Source: an optimization exercise on an open RTL-to-GDS flow (aim: small area, a short achievable clock period and few clock cycles per item). Production flows keep margins and buffers that such runs may drop.

==> try-pepper: inputs <==
## Convolution_without_pipeline
module Convolution_without_pipeline(
    clk, rst_n, in_valid,
    In_IFM_1, In_IFM_2, In_IFM_3, In_IFM_4, In_IFM_5, In_IFM_6, In_IFM_7, In_IFM_8, In_IFM_9,
    In_Weight_1, In_Weight_2, In_Weight_3, In_Weight_4, In_Weight_5, In_Weight_6, In_Weight_7, In_Weight_8, In_Weight_9,
    out_valid, Out_OFM
    );
==> flow/config.mk <==
export PLATFORM = sky130hd
export DESIGN_NAME = Convolution_without_pipeline
export DESIGN_NICKNAME = Convolution_without_pipeline
export VERILOG_FILES = /design/flow/design.v
export SDC_FILE = /design/flow/constraint.sdc
export NUM_CORES = 4
export LEC_CHECK = 0
export CAP_MARGIN = 20
export CORE_MARGIN = 2
export CORE_UTILIZATION = 40
export SETUP_SLACK_MARGIN = 4.4
export SLEW_MARGIN = 20
export SYNTH_HIERARCHICAL = 1
export SYNTH_MINIMUM_KEEP_SIZE = 0
==> flow/constraint.sdc <==
create_clock -name core_clock -period 10.0 [get_ports {clk}]
set_input_delay 2.0000 -clock core_clock [delete_from_list [all_inputs] [get_ports {clk}]]
set_output_delay 2.0000 -clock core_clock [all_outputs]
set_load 0.01 [all_outputs]
standard.sh (not shown) runs the stock make flow with config.mk's settings and CLKGATE_MAP_FILE= SYNTH_SCRIPT=/design/flow/synth_recipe.tcl, a recipe that flattens the netlist after the stock synthesis.
==> flow/flow/run.sh <==
#!/bin/bash
# Own flow: the standard flow (standard.sh) with its synthesis unchanged.
# The layout steps only differ in two ways:
#  * the delay cells (clkdlybuf4s*, dlygate*, dlymetal*) are not used, so the
#    port buffers and the resizer use ordinary buffers instead;
#  * buffer_ports uses buf_2 for the port buffers.
set -euo pipefail
bash standard.sh synth > synth.log 2>&1
PLATFORM_DONT_USE="sky130_fd_sc_hd__probe_p_8 sky130_fd_sc_hd__probec_p_8 sky130_fd_sc_hd__lpflow_bleeder_1 sky130_fd_sc_hd__lpflow_clkbufkapwr_1 sky130_fd_sc_hd__lpflow_clkbufkapwr_16 sky130_fd_sc_hd__lpflow_clkbufkapwr_2 sky130_fd_sc_hd__lpflow_clkbufkapwr_4 sky130_fd_sc_hd__lpflow_clkbufkapwr_8 sky130_fd_sc_hd__lpflow_clkinvkapwr_1 sky130_fd_sc_hd__lpflow_clkinvkapwr_16 sky130_fd_sc_hd__lpflow_clkinvkapwr_2 sky130_fd_sc_hd__lpflow_clkinvkapwr_4 sky130_fd_sc_hd__lpflow_clkinvkapwr_8 sky130_fd_sc_hd__lpflow_decapkapwr_12 sky130_fd_sc_hd__lpflow_decapkapwr_3 sky130_fd_sc_hd__lpflow_decapkapwr_4 sky130_fd_sc_hd__lpflow_decapkapwr_6 sky130_fd_sc_hd__lpflow_decapkapwr_8 sky130_fd_sc_hd__lpflow_inputiso0n_1 sky130_fd_sc_hd__lpflow_inputiso0p_1 sky130_fd_sc_hd__lpflow_inputiso1n_1 sky130_fd_sc_hd__lpflow_inputiso1p_1 sky130_fd_sc_hd__lpflow_inputisolatch_1 sky130_fd_sc_hd__lpflow_isobufsrc_1 sky130_fd_sc_hd__lpflow_isobufsrc_16 sky130_fd_sc_hd__lpflow_isobufsrc_2 sky130_fd_sc_hd__lpflow_isobufsrc_4 sky130_fd_sc_hd__lpflow_isobufsrc_8 sky130_fd_sc_hd__lpflow_isobufsrckapwr_16 sky130_fd_sc_hd__lpflow_lsbuf_lh_hl_isowell_tap_1 sky130_fd_sc_hd__lpflow_lsbuf_lh_hl_isowell_tap_2 sky130_fd_sc_hd__lpflow_lsbuf_lh_hl_isowell_tap_4 sky130_fd_sc_hd__lpflow_lsbuf_lh_isowell_4 sky130_fd_sc_hd__lpflow_lsbuf_lh_isowell_tap_1 sky130_fd_sc_hd__lpflow_lsbuf_lh_isowell_tap_2 sky130_fd_sc_hd__lpflow_lsbuf_lh_isowell_tap_4"
DELAY_CELLS="sky130_fd_sc_hd__clkdlybuf4s15_1 sky130_fd_sc_hd__clkdlybuf4s15_2 sky130_fd_sc_hd__clkdlybuf4s18_1 sky130_fd_sc_hd__clkdlybuf4s18_2 sky130_fd_sc_hd__clkdlybuf4s25_1 sky130_fd_sc_hd__clkdlybuf4s25_2 sky130_fd_sc_hd__clkdlybuf4s50_1 sky130_fd_sc_hd__clkdlybuf4s50_2 sky130_fd_sc_hd__dlygate4sd1_1 sky130_fd_sc_hd__dlygate4sd2_1 sky130_fd_sc_hd__dlygate4sd3_1 sky130_fd_sc_hd__dlymetal6s2s_1 sky130_fd_sc_hd__dlymetal6s4s_1 sky130_fd_sc_hd__dlymetal6s6s_1"
bash standard.sh "DONT_USE_CELLS=$PLATFORM_DONT_USE $DELAY_CELLS" \
  "BUFFER_PORTS_ARGS=-buffer_cell sky130_fd_sc_hd__buf_2" finish > layout.log 2>&1
==> try-tundra (differences from try-pepper) <==
--- a/flow/config.mk
+++ b/flow/config.mk
@@ -9,5 +9,5 @@
 export CORE_MARGIN = 2
 export CORE_UTILIZATION = 40
-export SETUP_SLACK_MARGIN = 4.4
+export SETUP_SLACK_MARGIN = 4.6
 export SLEW_MARGIN = 20
 export SYNTH_HIERARCHICAL = 1
==> notes <==
Maximum frequency: try-pepper is lower than try-tundra (1.1%).
Via count: try-tundra is larger than try-pepper (about 0.37%).
Between try-tundra and try-pepper, the lower sequential share of layout area is in try-tundra (gap 0.23 points).
==> figures <==
                                                               try-tundra  try-pepper
First-pass GRT wire length                                      81,600 um   79,900 um
Run status                                       timing/DRC/antenna clean  timing/DRC/antenna clean
RePlAce Congestion                                                  0.953       0.964
Capture point of the critical path                            Out_OFM[17]      r_s541
Top routing layer in use                                             met4        met5
Final WS setup                                                    4560 ps     4500 ps
Fraction of final layout cells sized beyond drive strength 1        20.9%       16.1%
Placement Cell Area                                            17,000 um2  16,900 um2
Critical Path RT                                                  8000 ps   10,240 ps
Detailed Place HPWL                                             49,300 um   48,900 um
Average vias per placed instance                                     5.43        5.43
No functional check of the RTL was part of any run of this note.

-- what the ideal ports hide --
Ports are ideal in the flow. The routed layouts listed here were re-timed in OpenROAD. Step 1 (the two cells are an assumption about what drives the block):
set clk [get_ports {clk}]
set_driving_cell -lib_cell sky130_fd_sc_hd__clkbuf_16 $clk
set_driving_cell -lib_cell sky130_fd_sc_hd__buf_2 [delete_from_list [all_inputs] $clk]
Step 2 times the ports against the registers' clock, not the clock port: input delays grow and output delays shrink by t, the midpoint of the rising clock arrivals with the driver on. Three values: no drivers, after step 1, after step 2; two values: the first two.
run | t, ns | slack for setup (ns) | clock arrival spread, ns | worst register clock-pin slew, ns
try-pepper | 0.401 | 4.499 / 4.484 / 4.118 | 0.012 / 0.012 | 0.06 / 0.06
try-tundra | 0.380 | 4.558 / 4.519 / 4.252 | 0.011 / 0.011 | 0.06 / 0.06
After both steps setup and hold are still met in every run listed. For try-pepper, which loses most, drivers alone change the setup slack by -0.015 ns; drivers and shift together by -0.381 ns.
